This is an optimization exercise on Yosys and OpenROAD, whose aim is small area, not a production implementation. Only simulation tests tie the RTL to the original design; equivalence was not proved. Power and IR drop assume default switching activity.

<file path="design.v">
module VM ( i_product,
            i_money,
            i_buy,
            i_clk,
            i_rst_n,
            o_product,
            o_change,
            o_busy,
            o_no_change,
            o_strobe,
            o_need_more_money,
            o_future_change,
            o_empty);
input          i_clk, i_rst_n;
input   [3:0]  i_product;
input   [15:0] i_money;
input          i_buy;
output reg  [3:0]  o_product;
output reg  [20:0] o_change;
output reg  [20:0] o_future_change;
output reg     o_busy;
output reg     o_no_change;
output reg     o_strobe;
output reg     o_need_more_money;
output reg     o_empty;
parameter LIMIT_50000 = 10;
parameter LIMIT_20000 = 10;
parameter LIMIT_10000 = 10;
parameter LIMIT_5000  = 10;
parameter LIMIT_2000  = 10;
parameter LIMIT_1000  = 10;
parameter LIMIT_500   = 10;
parameter LIMIT_200   = 10;
parameter LIMIT_100   = 10;
parameter LIMIT_50    = 10;
parameter LIMIT_25    = 10;
parameter LIMIT_10    = 10;
parameter LIMIT_5     = 10;
parameter LIMIT_2     = 10;
parameter LIMIT_1     = 10;
parameter LIMIT_TEA       = 10;
parameter LIMIT_AMERICANO = 10;
parameter LIMIT_ESPRESSO  = 10;
parameter LIMIT_LATTE     = 10;
parameter LIMIT_CACAO     = 10;
parameter LIMIT_CHOCOLATE = 10;
parameter LIMIT_MILK      = 10;
parameter LIMIT_CAPUCHINO = 10;
parameter LIMIT_JUSE      = 10;
parameter LIMIT_WATER     = 10;
localparam TEA       = 1;
localparam AMERICANO = 2;
localparam ESPRESSO  = 3;
localparam LATTE     = 4;
localparam CACAO     = 5;
localparam CHOCOLATE = 6;
localparam MILK      = 7;
localparam CAPUCHINO = 8;
localparam JUSE      = 9;
localparam WATER     = 10;  
parameter PRICE_TEA       = 100;
parameter PRICE_AMERICANO = 100;
parameter PRICE_ESPRESSO  = 100;
parameter PRICE_LATTE     = 100;
parameter PRICE_CACAO     = 100;
parameter PRICE_CHOCOLATE = 100;
parameter PRICE_MILK      = 100;
parameter PRICE_CAPUCHINO = 100;
parameter PRICE_JUSE      = 100;
parameter PRICE_WATER     = 100;  
localparam EMPTY              = 0;
localparam START              = 1;
localparam CHOOSE_PRODUCT     = 2;
localparam WAIT_MONEY         = 3;
localparam CALC_CHANGE        = 4;
localparam CALK_AMOUNT_CHANGE = 5;
localparam NO_CHANGE          = 6;
localparam EMPTY_VM           = 7;  
reg [2:0] state_VM, next_state_VM;
reg [clog2(LIMIT_TEA)-1:0]        lim_tea_r, next_lim_tea;
reg [clog2(LIMIT_AMERICANO)-1:0]  lim_americano_r, next_lim_americano;
reg [clog2(LIMIT_ESPRESSO)-1:0]   lim_espresso_r, next_lim_espresso;
reg [clog2(LIMIT_LATTE)-1:0]      lim_latte_r, next_lim_latte;
reg [clog2(LIMIT_CACAO)-1:0]      lim_cacao_r, next_lim_cacao;
reg [clog2(LIMIT_CHOCOLATE)-1:0]  lim_chocolate_r, next_lim_chocolate;
reg [clog2(LIMIT_MILK)-1:0]       lim_milk_r, next_lim_milk;
reg [clog2(LIMIT_CAPUCHINO)-1:0]  lim_capuchino_r, next_lim_capuchino;
reg [clog2(LIMIT_JUSE)-1:0]       lim_juse_r, next_lim_juse;
reg [clog2(LIMIT_WATER)-1:0]      lim_water_r, next_lim_water;
integer product_limit;
reg [clog2(LIMIT_50000):0]     limit_50000, next_limit_50000;
reg [clog2(LIMIT_20000):0]     limit_20000, next_limit_20000;
reg [clog2(LIMIT_10000):0]     limit_10000, next_limit_10000;
reg [clog2(LIMIT_5000):0]      limit_5000, next_limit_5000;
reg [clog2(LIMIT_2000):0]      limit_2000, next_limit_2000;
reg [clog2(LIMIT_1000):0]      limit_1000, next_limit_1000;
reg [clog2(LIMIT_500):0]       limit_500, next_limit_500;
reg [clog2(LIMIT_200):0]       limit_200, next_limit_200;
reg [clog2(LIMIT_100):0]       limit_100, next_limit_100;
reg [clog2(LIMIT_50):0]        limit_50, next_limit_50;
reg [clog2(LIMIT_25):0]        limit_25, next_limit_25;
reg [clog2(LIMIT_10):0]        limit_10, next_limit_10;
reg [clog2(LIMIT_5):0]         limit_5, next_limit_5;
reg [clog2(LIMIT_2):0]         limit_2, next_limit_2;
reg [clog2(LIMIT_1):0]         limit_1, next_limit_1;
integer limit_money;
reg [20:0] money, next_money, change, next_change;
reg [20:0] future_change, next_future_change;
reg [15:0] price, next_price;
reg strobe, take_other_product;
reg [3:0] code_product, next_code_product;
wire empty;
assign empty =  !(|lim_tea_r || |lim_americano_r || 
                  |lim_espresso_r || |lim_latte_r || |lim_cacao_r ||
                  |lim_chocolate_r || |lim_milk_r || |lim_capuchino_r || 
                  |lim_juse_r || |lim_water_r);
always @(posedge i_clk or negedge i_rst_n) begin
  if (!i_rst_n) begin
    state_VM <= START;
    lim_tea_r       <= LIMIT_TEA       ;
    lim_americano_r <= LIMIT_AMERICANO ;
    lim_espresso_r  <= LIMIT_ESPRESSO  ;
    lim_latte_r     <= LIMIT_LATTE     ;
    lim_cacao_r     <= LIMIT_CACAO     ;
    lim_chocolate_r <= LIMIT_CHOCOLATE ;
    lim_milk_r      <= LIMIT_MILK      ;
    lim_capuchino_r <= LIMIT_CAPUCHINO ;
    lim_juse_r      <= LIMIT_JUSE      ;
    lim_water_r     <= LIMIT_WATER     ;
    limit_50000  <= LIMIT_50000 ;
    limit_20000  <= LIMIT_20000 ;
    limit_10000  <= LIMIT_10000 ;
    limit_5000   <= LIMIT_5000  ;
    limit_2000   <= LIMIT_2000  ;
    limit_1000   <= LIMIT_1000  ;
    limit_500    <= LIMIT_500   ;
    limit_200    <= LIMIT_200   ;
    limit_100    <= LIMIT_100   ;
    limit_50     <= LIMIT_50    ;
    limit_25     <= LIMIT_25    ;
    limit_10     <= LIMIT_10    ;
    limit_5      <= LIMIT_5     ;
    limit_2      <= LIMIT_2     ;
    limit_1      <= LIMIT_1     ;
    price  <= 0;
    money  <= 0;
    change <= 0;
    code_product  <= 0; 
    future_change <= 0;  
  end 
  else begin
    state_VM        <= next_state_VM;
    lim_tea_r       <= next_lim_tea;
    lim_americano_r <= next_lim_americano;
    lim_espresso_r  <= next_lim_espresso;
    lim_latte_r     <= next_lim_latte;
    lim_cacao_r     <= next_lim_cacao;
    lim_chocolate_r <= next_lim_chocolate;
    lim_milk_r      <= next_lim_milk;
    lim_capuchino_r <= next_lim_capuchino;
    lim_juse_r      <= next_lim_juse;
    lim_water_r     <= next_lim_water;
    limit_50000  <= next_limit_50000;
    limit_20000  <= next_limit_20000;
    limit_10000  <= next_limit_10000;
    limit_5000   <= next_limit_5000;
    limit_2000   <= next_limit_2000;
    limit_1000   <= next_limit_1000;
    limit_500    <= next_limit_500;
    limit_200    <= next_limit_200;
    limit_100    <= next_limit_100;
    limit_50     <= next_limit_50;
    limit_25     <= next_limit_25;
    limit_10     <= next_limit_10;
    limit_5      <= next_limit_5;
    limit_2      <= next_limit_2;
    limit_1      <= next_limit_1;
    price  <= next_price;
    money  <= next_money;
    change <= next_change;
    future_change <= next_future_change;
    code_product  <= next_code_product;
  end
end
always @* begin
  next_state_VM = state_VM;
  next_lim_tea        = lim_tea_r       ;
  next_lim_americano  = lim_americano_r ;
  next_lim_espresso   = lim_espresso_r  ;
  next_lim_latte      = lim_latte_r     ;
  next_lim_cacao      = lim_cacao_r     ;
  next_lim_chocolate  = lim_chocolate_r ;
  next_lim_milk       = lim_milk_r      ;
  next_lim_capuchino  = lim_capuchino_r ;
  next_lim_juse       = lim_juse_r      ;
  next_lim_water      = lim_water_r     ;
  next_limit_50000 = limit_50000  ;
  next_limit_20000 = limit_20000  ;
  next_limit_10000 = limit_10000  ;
  next_limit_5000  = limit_5000   ;
  next_limit_2000  = limit_2000   ;
  next_limit_1000  = limit_1000   ;
  next_limit_500   = limit_500    ;
  next_limit_200   = limit_200    ;
  next_limit_100   = limit_100    ;
  next_limit_50    = limit_50     ;
  next_limit_25    = limit_25     ;
  next_limit_10    = limit_10     ;
  next_limit_5     = limit_5      ;
  next_limit_2     = limit_2      ;
  next_limit_1     = limit_1      ;
  next_price  = price  ;
  next_money  = money  ;
  next_change = 0 ;
  next_future_change = future_change;
  next_code_product  = code_product ;
  product_limit = 0;
  limit_money = 0;
  take_other_product = 1'b0;
  o_strobe = 1'b0;
  o_no_change = 1'b0;
  o_busy = 1'b0;
  o_empty = 1'b0;
  o_need_more_money = 1'b0;
  case(state_VM)
    START             : if(empty)       next_state_VM = EMPTY;
                        else
                        if(i_buy)       next_state_VM = CHOOSE_PRODUCT;
    CHOOSE_PRODUCT    : begin
                        next_code_product = i_product;
                        o_busy = 1'b1;
                        case(next_code_product)
                          TEA:          product_limit = lim_tea_r;
                          AMERICANO:    product_limit = lim_americano_r;
                          ESPRESSO:     product_limit = lim_espresso_r;
                          LATTE:        product_limit = lim_latte_r;
                          CACAO:        product_limit = lim_cacao_r;
                          CHOCOLATE:    product_limit = lim_chocolate_r;
                          MILK:         product_limit = lim_milk_r;
                          CAPUCHINO:    product_limit = lim_capuchino_r;
                          JUSE:         product_limit = lim_juse_r;
                          WATER:        product_limit = lim_water_r;
                          default:      product_limit = 0;
                        endcase
                        if(product_limit != 0) begin
                          product_limit = product_limit - 1'b1;
                          case(next_code_product)
                            TEA:          begin
                                            next_lim_tea        = product_limit;
                                            next_price          = PRICE_TEA; 
                                          end
                            AMERICANO:    begin
                                            next_lim_americano  = product_limit;
                                            next_price          = PRICE_AMERICANO;
                                          end
                            ESPRESSO:     begin
                                            next_lim_espresso   = product_limit;
                                            next_price          = PRICE_ESPRESSO;
                                          end
                            LATTE:        begin
                                            next_lim_latte      = product_limit;
                                            next_price          = PRICE_LATTE;
                                          end
                            CACAO:        begin
                                            next_lim_cacao      = product_limit;
                                            next_price          = PRICE_CACAO;
                                          end
                            CHOCOLATE:    begin
                                            next_lim_chocolate  = product_limit;
                                            next_price          = PRICE_CHOCOLATE; 
                                          end
                            MILK:         begin
                                            next_lim_milk       = product_limit;
                                            next_price          = PRICE_MILK; 
                                          end
                            CAPUCHINO:    begin
                                            next_lim_capuchino  = product_limit;
                                            next_price          = PRICE_CAPUCHINO; 
                                          end
                            JUSE:         begin
                                            next_lim_juse       = product_limit;
                                            next_price          = PRICE_JUSE; 
                                          end
                            WATER:        begin
                                            next_lim_water      = product_limit;
                                            next_price          = PRICE_WATER; 
                                          end
                            default:      ;
                          endcase
                          take_other_product = 1'b0;
                          next_state_VM = WAIT_MONEY;
                        end
                        else begin
                          take_other_product = 1'b1;
                        end
                      end 
    WAIT_MONEY        : begin
                        o_busy = 1'b1;
                        next_money = money + i_money;
                        case(i_money)
                          50000: limit_money = limit_50000;
                          20000: limit_money = limit_20000;
                          10000: limit_money = limit_10000;
                          5000 : limit_money = limit_5000;
                          2000 : limit_money = limit_2000;
                          1000 : limit_money = limit_1000;
                          500  : limit_money = limit_500;
                          200  : limit_money = limit_200;
                          100  : limit_money = limit_100;
                          50   : limit_money = limit_50;
                          25   : limit_money = limit_25;
                          10   : limit_money = limit_10;
                          5    : limit_money = limit_5;
                          2    : limit_money = limit_2;
                          1    : limit_money = limit_1;
                          default: limit_money = 0;
                        endcase
                        limit_money = limit_money + 1'b1;
                        case(i_money)
                          50000:   next_limit_50000 = limit_money;
                          20000:   next_limit_20000 = limit_money;
                          10000:   next_limit_10000 = limit_money;
                          5000 :   next_limit_5000  = limit_money;
                          2000 :   next_limit_2000  = limit_money;
                          1000 :   next_limit_1000  = limit_money;
                          500  :   next_limit_500   = limit_money;
                          200  :   next_limit_200   = limit_money;
                          100  :   next_limit_100   = limit_money;
                          50   :   next_limit_50    = limit_money;
                          25   :   next_limit_25    = limit_money;
                          10   :   next_limit_10    = limit_money;
                          5    :   next_limit_5     = limit_money;
                          2    :   next_limit_2     = limit_money;
                          1    :   next_limit_1     = limit_money;
                          default:   ;
                        endcase
                        if(next_money >= price) begin
                          next_state_VM = CALC_CHANGE;
                          o_need_more_money = 0;
                        end
                        else o_need_more_money = 1;
                        end
    CALC_CHANGE       : begin
                          next_future_change   = money - price;
                          next_money           = money - price;
                          next_state_VM        = CALK_AMOUNT_CHANGE;
                          o_busy = 1'b1;
                        end
    CALK_AMOUNT_CHANGE: begin
                         case(1'b1)
                          (money >= 50000)&&(limit_50000 != 0): begin
                                                                  next_change = 50000;
                                                                  next_money = money - 50000;
                                                                  next_limit_50000 = limit_50000 - 1'b1;
                                                                 end
                          (money >= 20000)&&(limit_20000 != 0): begin
                                                                  next_change = 20000;
                                                                  next_money = money - 20000;
                                                                  next_limit_20000 = limit_20000 - 1'b1;
                                                                 end
                          (money >= 10000)&&(limit_10000 != 0) :begin
                                                                  next_change = 10000;
                                                                  next_money = money - 10000;
                                                                  next_limit_10000 = limit_10000 - 1'b1;
                                                                 end
                          (money >= 5000)&&(limit_5000 != 0) :begin
                                                                  next_change = 5000;
                                                                  next_money = money - 5000;
                                                                  next_limit_5000 = limit_5000 - 1'b1;
                                                                 end
                          (money >= 2000)&&(limit_2000 != 0) :begin
                                                                  next_change = 2000;
                                                                  next_money = money - 2000;
                                                                  next_limit_2000 = limit_2000 - 1'b1;
                                                                 end
                          (money >= 1000)&&(limit_1000 != 0): begin
                                                                  next_change = 1000;
                                                                  next_money = money - 1000;
                                                                  next_limit_1000 = limit_1000 - 1'b1;
                                                                 end
                          (money >= 500)&&(limit_500 != 0) :begin
                                                                  next_change = 500;
                                                                  next_money = money - 500;
                                                                  next_limit_500 = limit_500 - 1'b1;
                                                                 end
                          (money >= 200)&&(limit_200 != 0): begin
                                                                  next_change = 200;
                                                                  next_money = money - 200;
                                                                  next_limit_200 = limit_200 - 1'b1;
                                                                 end
                          (money >= 100)&&(limit_100 != 0)     : begin
                                                                  next_change = 100;
                                                                  next_money = money - 100;
                                                                  next_limit_100 = limit_100 - 1'b1;
                                                                 end
                          (money >= 50)&&(limit_50 != 0)        : begin
                                                                  next_change = 50;
                                                                  next_money = money - 50;
                                                                  next_limit_50 = limit_50 - 1'b1;
                                                                 end
                          (money >= 25)&&(limit_25 != 0)       : begin
                                                                  next_change = 25;
                                                                  next_money = money - 25;
                                                                  next_limit_25 = limit_25 - 1'b1;
                                                                 end
                          (money >= 10)&&(limit_10 != 0)       : begin
                                                                  next_change = 10;
                                                                  next_money = money - 10;
                                                                  next_limit_10 = limit_10 - 1'b1;
                                                                 end
                          (money >= 5)&&(limit_5 != 0)         : begin
                                                                  next_change = 5;
                                                                  next_money = money - 5;
                                                                  next_limit_5 = limit_5 - 1'b1;
                                                                 end
                          (money >= 2)&&(limit_2 != 0)         : begin
                                                                  next_change = 2;
                                                                  next_money = money - 2;
                                                                  next_limit_2 = limit_2 - 1'b1;
                                                                 end
                          (money >= 1)&&(limit_1 != 0)         : begin
                                                                  next_change = 1;
                                                                  next_money = money - 1;
                                                                  next_limit_1 = limit_1 - 1'b1;
                                                                 end
                        endcase
                        o_busy = 1'b1;
                        if(next_money == 0) begin
                          next_state_VM = START;
                          o_strobe = 1'b1; 
                        end
                        else begin
                          if(limit_1 == 0) next_state_VM = NO_CHANGE;
                        end
                      end
   NO_CHANGE          : begin
                          next_state_VM = START;
                          o_no_change = 1;
                          o_strobe = 1'b1; 
                        end
   EMPTY              : o_empty = 1;
  endcase
end 
always @* begin
  o_change = change;
  o_product = code_product;
  o_future_change = future_change;
end
function integer clog2; 
   input integer value; 
   begin 
     value = value-1; 
     for (clog2=0; value>0; clog2=clog2+1) 
       value = value>>1; 
   end 
endfunction
endmodule
</file>
<file path="run.sh">
#!/bin/bash
# synth_recipe.tcl (not shown) runs the flow's synth.tcl, then flattens the netlist and writes it again
# the make line also repeats each setting of config.mk as NAME=value (left out here)
make -C /OpenROAD-flow-scripts/flow DESIGN_CONFIG=/design/flow/config.mk WORK_HOME=/design/flow/orfs CLKGATE_MAP_FILE= SYNTH_SCRIPT=/design/flow/synth_recipe.tcl finish
</file>
<file path="config.mk">
export PLATFORM = sky130hd
export DESIGN_NAME = VM
export DESIGN_NICKNAME = VM
export VERILOG_FILES = /design/flow/design.v
export SDC_FILE = /design/flow/constraint.sdc
export NUM_CORES = 4
export LEC_CHECK = 0
export CAP_MARGIN = 20
export CORE_MARGIN = 2
export CORE_UTILIZATION = 40
export SLEW_MARGIN = 20
</file>
<file path="constraint.sdc">
create_clock -name core_clock -period 12.0 [get_ports {i_clk}]
set_input_delay 2.4000 -clock core_clock [delete_from_list [all_inputs] [get_ports {i_clk}]]
set_output_delay 2.4000 -clock core_clock [all_outputs]
set_load 0.01 [all_outputs]
</file>
==> results.txt <==
## worst min-delay path, delay by kind of cell (launching register included)
| family | cells | cell delay, ps |
|---|---|---|
| compound gates | 1 | 60 |
| flops | 1 | 340 |
| simple gates | 1 | 40 |
## Yosys cell counts, drive strengths merged, types with 10 or more instances
cell type	count	area share
a2111oi	11	0.0058
a211o	10	0.0051
a211oi	35	0.015
a21o	23	0.010
a21oi	136	0.040
a222oi	12	0.0070
a22o	13	0.0067
a22oi	23	0.010
a31oi	42	0.015
and2	17	0.0062
and3	17	0.0062
buf	38	0.013
clkbuf	100	0.022
dfrtp	130	0.19
dfstp	51	0.078
ha	64	0.047
inv	74	0.016
mux2	44	0.029
nand2	252	0.055
nand2b	25	0.0092
nand3	65	0.019
nand4	38	0.014
nor2	221	0.049
nor2b	26	0.0095
nor3	96	0.029
nor3b	16	0.0076
nor4	49	0.025
nor4b	11	0.0056
o2111ai	11	0.0060
o211ai	44	0.019
o21a	16	0.0070
o21ai	228	0.067
o21bai	10	0.0044
o221ai	11	0.0056
o22ai	11	0.0040
o31ai	27	0.012
or2	13	0.0048
or3	25	0.0092
or4	13	0.0059
xnor2	30	0.015
xor2	20	0.010
## layout by cell type (no fill, tap or decap), types with 26 or more instances in the layout
cell type,synthesis,final
nand4_1,38,38
ha_1,64,64
o31ai_1,27,27
nor4_1,38,36
a21oi_1,136,135
nor2b_1,26,26
o21ai_0,225,225
a31oi_1,42,41
nor3_1,94,94
nand2_1,251,250
xnor2_1,30,30
a211oi_1,35,35
dfstp_2,51,51
nand3_1,65,65
clkdlybuf4s50_1,0,67
o211ai_1,44,44
nor2_1,221,219
inv_1,72,72
dfrtp_1,130,130
buf_4,9,60
mux2_2,44,44
## worst min-delay path by stage
| stage | endpoint | cells past startpoint |
|---|---|---|
| 2_1_floorplan | lim_espresso_r[1] | 2 |
| 3_3_place_gp | future_change[15] | 2 |
| 3_5_place_dp | future_change[14] | 2 |
| 4_1_cts | future_change[14] | 2 |
| 5_1_grt | future_change[16] | 2 |
| 6_report | future_change[15] | 2 |
## sequential cells by signal, summed over array words and instances, names as in the netlist, 5 cells and up
register	cells
limit_5	5
change	16
limit_1000	5
limit_2000	5
money	21
limit_5000	5
limit_25	5
limit_10	5
limit_2	5
limit_20000	5
limit_50	5
limit_500	5
limit_1	5
future_change	21
limit_100	5
limit_50000	5
limit_200	5
limit_10000	5
## routing by layer
| layer | GRT usage | part of all wire |
|---|---|---|
| met5 | 0 | 0 |
| met4 | 0.200 | 0.066 |
| met3 | 0.0737 | 0.11 |
| met2 | 0.519 | 0.42 |
| met1 | 0.466 | 0.40 |
## metrics by stage
step                hold slack [ps]  setup WS (ps)
global route                    499           2430
detailed placement              470           2800
global placement                464           2800
CTS                             487           2780
floorplan                       452           4340
finish                          477           2520
## kinds of logic (layout without fill, tap and decap cells)
logic type,after synthesis,count (layout)
compound gates,763,763
xor+xnor,50,50
fa+ha+maj,66,66
buf+inv,213,235
flops,181,181
mux,56,56
other cells,1,5
simple gates,916,916
## layout make-up
class / instances / share of cell area
clock buffers: 19 / 0.0239
clock inverters: 13 / 0.00680
inverters: 75 / 0.0149
multi-input cells: 1856 / 0.616
flip-flops and latches: 181 / 0.242
well taps: 539 / 0.0356
repair buffers: 128 / 0.0599
## power breakdown
part	internal [mW]	switching (mW)
clock	0.287	0.301
combinational	0.650	1.46
sequential	0.688	0.119
==> impl_metrics.csv <==
group,metric,value,unit
status,status,"finished clean",
grt,grt_usage,0.348,
clock_tree,holdBufCountCts,0,
synth,synth_compound_area_frac,0.296,
grt,grt_overflow_total,0,
setup_path,cp_num_buf_inv,3,
clock_tree,numClockSinks,181,
setup_path,crit_required,9600,ps
timing,grt_setup_unrepaired,"no",
setup_path,reg2reg_slack,5630,ps
cells_and_area,n_antenna_cell,0,
grt,grt_pass1_vias,18200,
setup_path,slowest_stage,"ha_1",
route,viasPerCell,6.98,
synth,synthCells,2246,
run,cap_violations,0,
route,wl_per_cell,27.9,um
setup_path,crit_end,"o_strobe",
synth,synth_cell_type_count,104,
clock_tree,worst_skew_pair.late_latency,480,ps
route,drt-pass1-iter-count,10,
synth,synth-simple-area-share,0.271,
setup_path,crit_family,"simple AND/OR/NAND/NOR gates",
cells_and_area,fin_util,0.451,
route,drc_errors,0,
synth,synth_fa_ha_area_frac,0.0486,
synth,ys_seq_area_frac,0.269,
cells_and_area,ff_latch_area,4590,sq um
placed_design,portBuffers,68,
hold_path,min_path_type,"register to register",
timing,finalMaxSlewViolations,0,
cells_and_area,fillerInstances,4284,
placed_design,hpwl,58.1,mm
setup_path,r2r-end,"state_VM[1]",
synth,synth_area,17100,sq um
clock_tree,post_cts_buffers,0,
timing,period_share,0.790,
floorplan,die_y,211,um
clock_tree,cts_tree,"built",
setup_path,path_class,"register to output pin",
setup_path,r2r_cells,14,
synth,synth_top_family_by_area,"compound AO/OA/AOI/OAI gates",
setup_path,cp-end-kind,"output pin",
timing,fin_crit,9480,ps
floorplan,coreArea,42000,sq um
floorplan,initial_core_util,0.407,
clock_tree,htree_levels,4,
grt,antenna_found_initial,1,
placed_design,postPlaceCellArea,18400,sq um
grt,grt_start_max_net_pins,86,
setup_path,cp_cell_sequence,"clkinv_1, ha_1, nand2_1, a31oi_1, a31oi_2, buf_4, a221oi_1, nor4bb_1, nand3_1, mux2_2, nor3_1, nor4bb_1, nand3_1, o21bai_1, clkdlybuf4s50_1",
synth,ys_ff_latch,181,
timing,timing.fmax,0.105,GHz
setup_path,worst-endpoint-arrival,7080,ps
cells_and_area,finish.instance_area,18900,sq um
placed_design,dp.cells,2779,
route,routed_wl,78.4,mm
cells_and_area,multi_input_comb_area,11700,sq um
synth,ys.flop_type,"dfrtp_1",
floorplan,io_pins,74,
floorplan,die_area,44400,sq um
synth,avgSynthCellArea,7.61,sq um
cells_and_area,stdcell_count,2811,
timing,tns,0,ps
cells_and_area,nets,2347,
placed_design,routabilityCongestion,1.07,
hold_path,min_from,"future_change[15]",
route,ant_nets,0,
synth,yosysWarnings,1,
timing,worst_pin_slew,1180,ps
timing,finalSetupViolCount,0,
timing,clock_skew,23.3,ps
setup_path,path_depth,15,
clock_tree,clock_path_buffers,2,
timing,final_hold_viol_count,0,
pwr,p_total,3.51,mW
cells_and_area,layout-drive-gt1-share,0.110,
route,drt_iter0_drc,3373,
setup_path,startpoint_type,"register",
synth,synth-async-reset-ratio,1.00,
pwr,ir_worst_vdd,0.000219,V
floorplan,die_x,211,um
setup_path,r2r-start,"money[3]",
pwr,powerDensity,185,nW/um^2
setup_path,critPathMaxFanout,20,
timing,slew_headroom,0.207,
cells_and_area,syn2layout_area_growth,10.8,%
floorplan,rows,75,
clock_tree,numCtsBuffers,17,
synth,synth_mux_area_frac,0.0384,
clock_tree,ctsRootBufferMaster,"clkbuf_16",
clock_tree,ctsResizeCount,0,
pwr,leakagePower,7.32,nW
clock_tree,clkSlewWorstSetupHoldPaths,80,ps
synth,synth_xor_area_frac,0.0256,
setup_path,critical_path.max_stage_delay,810,ps
synth,synth-edff-count,0,
setup_path,startpoint,"money[3]",
grt,grt_pass1_wl,117,mm
route,vias,19600,

[port drivers added, routing unchanged]
No port has a modelled driver above. Below, the same layout with a new extraction and two added sets of constraints. Step 1 (the two cells are an assumption about what drives the block):
set clk [get_ports {i_clk}]
set_driving_cell -lib_cell sky130_fd_sc_hd__clkbuf_16 $clk
set_driving_cell -lib_cell sky130_fd_sc_hd__buf_2 [delete_from_list [all_inputs] $clk]
Step 2 also shifts input and output timing later by t, the mid clock arrival at the registers, as if the neighbouring blocks saw the same clock. a / b / c = no drivers / after step 1 / after step 2; a / b = the first two.
t (ns): 0.528
setup slack, ns: 2.518 / 2.460 / 2.662
hold WS [ns]: 0.477 / 0.477 / 0.477
worst setup path at the end: input to output
slew at the worst register clock pin (ns): 0.09 / 0.09
After both steps this run still meets setup and hold. The setup slack of this run moves by -0.058 ns with the drivers and by +0.144 ns with both steps.
